This is an optimization exercise on Yosys and OpenROAD, whose aim is small area, a short achievable clock period and few clock cycles per item, not a production implementation.
Only simulation tests tie the RTL to the original design; equivalence was not proved.
Power and IR drop assume default switching activity.

==> job 6708 <==
## sdram_top
module sdram_top
(input        in_HCLK,
 input        in_HRESET,
 input        in_HWRITE,
 input        in_HSEL,
 input [31:0] in_HWDATA,
 input [31:0] in_HADDR,
 output         out_HREADY,
 output  [31:0] out_HRDATA
);
==> module sdram_top, before the edit <==
module sdram_top
(input        in_HCLK,
 input        in_HRESET,
 input        in_HWRITE,
 input        in_HSEL,
 input [31:0] in_HWDATA,
 input [31:0] in_HADDR,
 output         out_HREADY,
 output  [31:0] out_HRDATA
);
    wire [6:0] word = {in_HADDR[15:14], in_HADDR[1:0], in_HADDR[18:16]};
    sdram_model sdram_model(
        .in_CLK(in_HCLK),
        .in_we(in_HSEL & in_HWRITE & ~in_HRESET),
        .in_addr(word),
        .in_wdata(in_HWDATA),
        .out_rdata(out_HRDATA));
    assign out_HREADY = 1'b1;
endmodule
Settings: LEC_CHECK=0, CAP_MARGIN=20, CORE_MARGIN=2, CORE_UTILIZATION=40, SLEW_MARGIN=20, SYNTH_MEMORY_MAX_BITS=8192; clock period 5.0 ns.
run.sh (not shown) runs the stock make flow with config.mk's settings and CLKGATE_MAP_FILE= SYNTH_SCRIPT=/design/flow/synth_recipe.tcl, a recipe that flattens the netlist after the stock synthesis.
==> inputs of job 5831, as changes to job 6708 <==
--- a/flow/design.v
+++ b/flow/design.v
@@ -25,2 +25,3 @@
     wire [6:0] word = {in_HADDR[15:14], in_HADDR[1:0], in_HADDR[18:16]};
+    wire [31:0] rdata;
     sdram_model sdram_model(
@@ -30,4 +31,14 @@
         .in_wdata(in_HWDATA),
-        .out_rdata(out_HRDATA));
-    assign out_HREADY = 1'b1;
+        .out_rdata(rdata));
+    reg        read_pending;
+    reg [31:0] hold_rdata;
+    always @(posedge in_HRESET or posedge in_HCLK)
+        if (in_HRESET)
+            read_pending <= 1'b0;
+        else
+            read_pending <= in_HSEL & ~in_HWRITE & ~read_pending;
+    always @(posedge in_HCLK)
+        hold_rdata <= rdata;
+    assign out_HREADY = in_HWRITE | read_pending;
+    assign out_HRDATA = hold_rdata;
 endmodule
==> flow/flow/run.sh (new file) <==
#!/bin/bash
# The standard layout (standard synthesis unchanged), with the clock tree
# built without dummy loads.
set -euo pipefail
here=$(pwd)
export CTS_ARGS="-sink_clustering_enable -repair_clock_nets -sink_clustering_size 30 -sink_clustering_max_diameter 80 -dont_use_dummy_load"
bash standard.sh > "$here/make_flow.log" 2>&1
==> flow/standard.sh (new file) <==
#!/bin/bash
# synth_recipe.tcl (not shown) runs the flow's synth.tcl, then flattens the netlist and writes it again
# the make line also repeats each setting of config.mk as NAME=value (left out here)
make -C /OpenROAD-flow-scripts/flow DESIGN_CONFIG=/design/flow/config.mk WORK_HOME=/design/flow/orfs CLKGATE_MAP_FILE= SYNTH_SCRIPT=/design/flow/synth_recipe.tcl "${@:-finish}"
Settings changed: CAP_MARGIN 20 to 10, CORE_UTILIZATION 40 to 48, CTS_CLUSTER_DIAMETER set to 80, CTS_CLUSTER_SIZE set to 30, SETUP_SLACK_MARGIN set to 2.4, SLEW_MARGIN 20 to 10.
removed: flow/run.sh
==> comparison <==
In job 5831 the cell count is lower than in job 6708, by 12%. Of job 6708 and job 5831, job 6708 has the higher combinational power (gap about 0.8%, measured against job 5831). Job 5831 produced a clean layout. Job 6708 reached the layout checks and failed them: setup timing. In job 6708 the non-clock buffer count is higher than in job 5831, by 465. Between job 5831 and job 6708, the lower clock power is in job 5831 (gap 45%, measured against job 6708). Against job 6708, the final area of job 5831 is smaller by 5.6%. Of job 5831 and job 6708, job 6708 has the higher power (gap about 18%, measured against job 6708). Of job 5831 and job 6708, job 5831 has the higher utilization (gap 6.4 points). Against job 5831, the sequential share of layout area of job 6708 is lower by 4.2 points. Between job 6708 and job 5831, the lower die area is in job 5831 (gap 20%, measured against job 5831). Wire length: job 6708 is smaller than job 5831 (about 1.6%). Between job 6708 and job 5831, the lower hold slack is in job 5831 (gap 0.20 ns).
Testbench counts of job 6708, summed over its fixed seeds: cycles 12,800, items 12,800.
Testbench counts of job 5831, summed over its fixed seeds: cycles 19,172, items 12,800.

==> afterwards: timing with drivers on the ports <==
No port has a modelled driver above. Below, the same layouts with a new extraction and two added sets of constraints.
Step 1, drivers: a clkbuf_16 drives in_HCLK and a buf_2 each remaining input, both assumed.
Step 2 times the ports against the registers' clock, not the clock port: input delays grow and output delays shrink by t, the midpoint of the rising clock arrivals with the driver on.
Slacks: ideal / step 1 / step 2; pairs: ideal / step 1.
| run | t (ns) | setup slack, ns | clock arrival spread, ns | worst data-port slew with drivers (ns) | pins driven straight from the clock port |
|---|---|---|---|---|---|
| job 6708 | 1.075 | -0.175 / -0.393 / -0.393 | 0.067 / 0.067 | 0.39 | 1 |
| job 5831 | 0.988 | 2.067 / 1.754 / 0.766 | 0.116 / 0.115 | 0.51 | 1 |
For job 5831, which loses most, drivers alone change the setup slack by -0.313 ns; drivers and shift together by -1.301 ns.
